Context: an optimization exercise on an open-source flow, tuned for small area. The choices shown serve that exercise and are no tape-out recipe.
In this exercise RTL edits were held to simulation tests only and were not proved equivalent to the original.

exp/ember:
## ERM16_microprocessor
module ERM16_microprocessor (input logic init,clk,input logic [15:0] DI,output logic [15:0] ADDR_BUS,DO,output logic wrmem,ioe,intreq);
Size in the first run: about 2,600 cells after synthesis, ~300 flip-flops, roughly 53 I/O pins, about 21,000 um^2 of cells after synthesis.
Settings: LEC_CHECK=0, ABC_AREA=1, CAP_MARGIN=20, CORE_MARGIN=2, CORE_UTILIZATION=65, CTS_BUF_LIST=sky130_fd_sc_hd__clkbuf_8, CTS_CLUSTER_DIAMETER=60, CTS_CLUSTER_SIZE=16, PLACE_DENSITY=0.8, SLEW_MARGIN=20; clock period 30.0 ns.
standard.sh (not shown) runs the stock make flow with config.mk's settings and CLKGATE_MAP_FILE= SYNTH_SCRIPT=/design/flow/synth_recipe.tcl, a recipe that flattens the netlist after the stock synthesis.
==> flow/flow/run.sh <==
#!/bin/bash
# The standard layout (standard.sh, unchanged), with the input and output port buffers
# made from the smallest buffer cell instead of the flow's default. Every port still gets
# its own buffer. All of make's output goes to standard_flow.log in this folder.
set -euo pipefail
export BUFFER_PORTS_ARGS="-buffer_cell sky130_fd_sc_hd__buf_1"
bash standard.sh > standard_flow.log 2>&1
Input-level comparison between exp/delta and exp/ember:
- changing CORE_UTILIZATION from 65 to 55
- changing PLACE_DENSITY from 0.8 to 0.7
==> flow/flow/run.sh <==
#!/bin/bash
# The standard layout (standard.sh, unchanged), with two settings passed to ORFS:
# - the input and output port buffers are made from the smallest buffer cell (every port
#   still gets its own buffer);
set -euo pipefail
export BUFFER_PORTS_ARGS="-buffer_cell sky130_fd_sc_hd__buf_1"
export CTS_ARGS="-sink_clustering_enable -repair_clock_nets -sink_clustering_size 16 -sink_clustering_max_diameter 60 -buf_list sky130_fd_sc_hd__clkbuf_8 -dont_use_dummy_load"
bash standard.sh > standard_flow.log 2>&1
[summary]
- exp/delta vs exp/ember: hold slack down in exp/delta
- Taking exp/ember as the reference, in exp/delta layout overhead on the synthesized area lower.
- Max insertion delay to the later sink of the worst-skew pair across exp/ember and exp/delta: exp/delta
- Compared with exp/ember, in exp/delta final cell count climbed 43, number of iterations in the first detailed-routing pass climbed 2, sequential share of layout area climbed 0.19 points.
> inputs changed (exp/delta -> exp/nickel)
- CORE_UTILIZATION now 40, was 55
- PLACE_DENSITY no longer set, was 0.7
==> flow/flow/run.sh <==
#!/bin/bash
# The standard layout (standard.sh, unchanged), with the input and output port buffers
# made from the smallest buffer cell instead of the flow's default. Every port still gets
# its own buffer. All of make's output goes to standard_flow.log in this folder.
set -euo pipefail
export BUFFER_PORTS_ARGS="-buffer_cell sky130_fd_sc_hd__buf_1"
bash standard.sh > standard_flow.log 2>&1
## What came out
- exp/nickel finished all stages; the layout is clean.
- Sort exp/nickel and exp/delta by period utilization, ascending, and exp/delta comes first.
- exp/delta → exp/nickel: met2 usage now smaller.
--- input diff exp/nickel..exp/raven ---
- CORE_UTILIZATION now 55, was 40
- PLACE_DENSITY now 0.7, previously not set
Notes after the runs:
exp/raven packs its core tighter than exp/nickel.
Looking only at routed length on met3, and setting everything else aside, the higher value of exp/nickel and exp/raven goes to exp/raven.
The final hold slack number comes out higher for exp/nickel vs exp/raven.
Lower endpoint arrival time on the critical path was reported by exp/raven, not exp/nickel.
Wire length for exp/raven: 8.4% down relative to exp/nickel
The fraction of standard cell area that is sequential reported for exp/raven is greater than that of exp/nickel by 0.62 points.
Between exp/nickel and exp/raven, the cell count went down.
The CTS buffer count in exp/raven was lower than what exp/nickel gave.
Looking at cell with the biggest individual delay on the critical path, the sky130_fd_sc_hd__edfxtp_1 result is from exp/nickel; the sky130_fd_sc_hd__fa_1 one comes from exp/raven.
exp/nickel vs exp/raven, top routing layer in use: met5 vs met4
Diff exp/nickel and exp/raven: post-synthesis to final-layout area growth higher in exp/nickel

[re-timing with driven ports]
No port has a modelled driver above. Below, the same layouts with a new extraction and two added sets of constraints. Step 1 assumes that a clkbuf_16 drives the clock port and a buf_2 every other input. Step 2 moves the port delays by t, midway between the first and last clock arrival at a register: inputs arrive t later, outputs are due t later. That takes back most of the time a late clock gives input paths. Three values: no drivers, after step 1, after step 2; two values: the first two.
run | t, ns | setup WS [ns] | worst setup path after step 2 | clock arrival spread, ns
exp/ember | 0.679 | 2.600 / 2.600 / 2.600 | register to register | 0.029 / 0.029
exp/delta | 0.669 | 2.744 / 2.744 / 2.744 | register to register | 0.108 / 0.107
exp/nickel | 0.736 | 2.289 / 2.289 / 2.289 | register to register | 0.057 / 0.057
exp/raven | 0.700 | 2.760 / 2.760 / 2.760 | register to register | 0.052 / 0.052
After both steps setup and hold are still met in every run listed.
